From an optimization exercise on the open Yosys and OpenROAD flow, aimed at small area and a short achievable clock period; shortcuts taken in it are not production practice.
The RTL was checked by simulation tests, not by an equivalence proof against the original design.
Power and IR drop assume default switching activity.

== run A ==
## cim_mac_tree
module cim_mac_tree (
    input         clk,
    input         rst_n,
    input         mac_en,
    input  [7:0]  col_mux,
    input  [15:0] data_in,
    input  [7:0]  bank0,  bank1,  bank2,  bank3,
                  bank4,  bank5,  bank6,  bank7,
                  bank8,  bank9,  bank10, bank11,
                  bank12, bank13, bank14, bank15,
    output [11:0] sum
);
clock: 8.0 ns
lec_check: 0
cap_margin: 20
core_margin: 2
core_utilization: 60
cts_buf_list: sky130_fd_sc_hd__clkbuf_4 sky130_fd_sc_hd__clkbuf_8
gpl_routability_driven: 0
setup_slack_margin: 4.6
slew_margin: 20
synth_hierarchical: 1
standard.sh (not shown) runs the stock make flow with config.mk's settings and CLKGATE_MAP_FILE= SYNTH_SCRIPT=/design/flow/synth_recipe.tcl, a recipe that flattens the netlist after the stock synthesis.
==> flow/flow/run.sh <==
#!/bin/bash
# The standard layout (the standard.sh, unchanged synthesis), with the
# port buffers made of the smallest buffer instead of the default choice.
set -o pipefail
export BUFFER_PORTS_ARGS="-buffer_cell sky130_fd_sc_hd__buf_1"
bash standard.sh finish > standard_flow.log 2>&1
Having completed the whole flow, run A delivered a layout that passed the timing, design-rule and antenna checks.
Setup changes, run A to run B
- SETUP_SLACK_MARGIN changed from 4.6 to 4.5
- GPL_ROUTABILITY_DRIVEN removed (was 0)
-- flow/flow/run.sh --
<<< run A, line 3
# port buffers made of the smallest buffer instead of the default choice.
>>> run B, line 3
# port buffers made of the smallest buffer instead of the default choice,
# and ORFS's power recovery (downsizing of non-critical cells) after global
# routing.
<<< run A, line 6
>>> run B, line 8
export RECOVER_POWER=100
==> run summary <==
- Across run A and run B, a clean result was obtained everywhere but in run B.
- Run B completed end to end; final checks failed (capacitance limit, slew limit).
- For the via count of the routed design, run B came in 134 higher than run A did.
- Run A vs run B, cell at the slowest stage of the critical path: sky130_fd_sc_hd__fa_1 vs sky130_fd_sc_hd__nor2b_1
- Between run A and run B, design area is lower for run B, run A comes in above that.
- Run A → run B: share of cell area taken by multi-input logic gates saw little to no change, number of nets in the layout essentially unchanged, sum of routed wire length over all layers shows an increase of 1800 µm, power now smaller.
Input-level comparison between run C and run B:
- SLEW_MARGIN changed from 20 to 10
- GPL_ROUTABILITY_DRIVEN newly set to 0
- CAP_MARGIN changed from 20 to 10
==> flow/flow/run.sh <==
#!/bin/bash
# The standard layout (the standard.sh, unchanged synthesis), with the
# port buffers made of the smallest buffer instead of the default choice.
set -o pipefail
export BUFFER_PORTS_ARGS="-buffer_cell sky130_fd_sc_hd__buf_1"
bash standard.sh finish > standard_flow.log 2>&1
Run C against run B: clock period minus final worst setup slack shows a reduction of 1.32 ns, number of instances in the placed design shows no meaningful change. In run C, detailed-routed wire length on met2 is lower than in run B. Compared with run B, run C has extra setup slack. The switching power share of the total of run C is lower than that of run B. Run C: done, clean on timing, DRC and antenna.
[inputs] run D vs run C
- CAP_MARGIN changed from 10 to 20
- ABC_AREA newly set to 1
- GPL_ROUTABILITY_DRIVEN removed (was 0)
- SLEW_MARGIN changed from 10 to 20
[summary]
Combined area of the multi-input logic cells: lower on run C
As far as area occupied by registers goes, run C and run D are indistinguishable; the numbers are identical.
The fmax in run D sits 2.8 MHz below the value recorded for run C.
Effective utilization at floorplan in run D is 0.34 points lower than in run C
Largest buffer count on any clock path: run C vs run D identical
Per the comparison of run D with run C, endpoint required time on the critical path neither gained nor lost much, setup slack down 0.034 ns, final cell count climbed 180, fraction of power consumed by the clock network shrank by 0.9 points.
Of run D and run C, it is run D that has the lower fraction of power consumed by sequential logic.

* * *

cim_mac_tree again, from the RTL that the note above started with.
Settings: LEC_CHECK=0, CAP_MARGIN=20, CORE_MARGIN=2, CORE_UTILIZATION=60, CTS_BUF_LIST=sky130_fd_sc_hd__clkbuf_4 sky130_fd_sc_hd__clkbuf_8, CTS_CLUSTER_DIAMETER=80, CTS_CLUSTER_SIZE=30, SETUP_SLACK_MARGIN=4.5, SLEW_MARGIN=20, SYNTH_HIERARCHICAL=1; clock period 8.0 ns.
==> flow/flow/run.sh <==
#!/bin/bash
# The standard layout (the standard.sh, unchanged synthesis), with the
# port buffers made of the smallest buffer instead of the default choice.
set -o pipefail
export BUFFER_PORTS_ARGS="-buffer_cell sky130_fd_sc_hd__buf_1"
bash standard.sh finish > standard_flow.log 2>&1
The first run finished clean.
Edit:
- CORE_UTILIZATION: 60 -> 50
- CTS_CLUSTER_DIAMETER: 80 -> unset
- CTS_CLUSTER_SIZE: 30 -> unset
Result: Setup slack is about the same. Wire length is about the same. Global-route usage shrinks by 5.5 points. Core utilization shrinks by 12 points.
Edit:
- CORE_UTILIZATION: 50 -> 60
- GPL_ROUTABILITY_DRIVEN: unset -> 0
Fmax climbs by 0.30%. Clock power goes down by about 2%. Global-route usage came out higher by 2.6 points. Synthesized cell count does not change. Design area goes down by 1.3%. Routed wire length shrinks by 9.3%. Core utilization goes up by 11 points.
Edit:
- CTS_BUF_LIST: sky130_fd_sc_hd__clkbuf_4 sky130_fd_sc_hd__clkbuf_8 -> sky130_fd_sc_hd__clkbuf_2 sky130_fd_sc_hd__clkbuf_4
- GPL_ROUTABILITY_DRIVEN: 0 -> unset
Effect: Synthesized cell count stays the same. Count of clock-buffer cells in the layout drops by 1. Wire length climbs by roughly a tenth.

==> separate check: timing with driven ports <==
The flow's constraints put no driver on any port. The routed layouts listed below were extracted and timed again, unchanged, in two steps. Step 1 assumes that a clkbuf_16 drives the clock port and a buf_2 every other input. Step 2, shift: input delay + t, output delay - t, t = (earliest + latest rising clock arrival at the registers) / 2. This alone moves slack from input paths to output paths. Slacks: ideal / step 1 / step 2; pairs: ideal / step 1.
run | shift t [ns] | setup WS [ns] | clock arrival spread, ns | slew at the worst register clock pin (ns) | pins driven straight from the clock port
run A | 0.374 | 4.628 / 4.574 / 4.200 | 0.011 / 0.011 | 0.08 / 0.08 | 1
run B | 0.366 | 3.235 / 3.253 / 2.886 | 0.008 / 0.009 | 0.07 / 0.07 | 1
run C | 0.377 | 4.558 / 4.532 / 4.155 | 0.015 / 0.016 | 0.08 / 0.08 | 1
run D | 0.379 | 4.524 / 4.519 / 4.140 | 0.012 / 0.012 | 0.08 / 0.08 | 1
the first run of note 2 | 0.376 | 4.537 / 4.537 / 4.187 | 0.009 / 0.009 | 0.07 / 0.07 | 1
the second run of note 2 | 0.368 | 4.536 / 4.517 / 4.149 | 0.012 / 0.012 | 0.08 / 0.08 | 1
the third run of note 2 | 0.380 | 4.547 / 4.519 / 4.140 | 0.012 / 0.011 | 0.08 / 0.08 | 1
the fourth run of note 2 | 0.432 | 4.525 / 4.520 / 4.088 | 0.018 / 0.018 | 0.12 / 0.12 | 1
For the fourth run of note 2, which loses most, drivers alone change the setup slack by -0.005 ns; drivers and shift together by -0.437 ns.
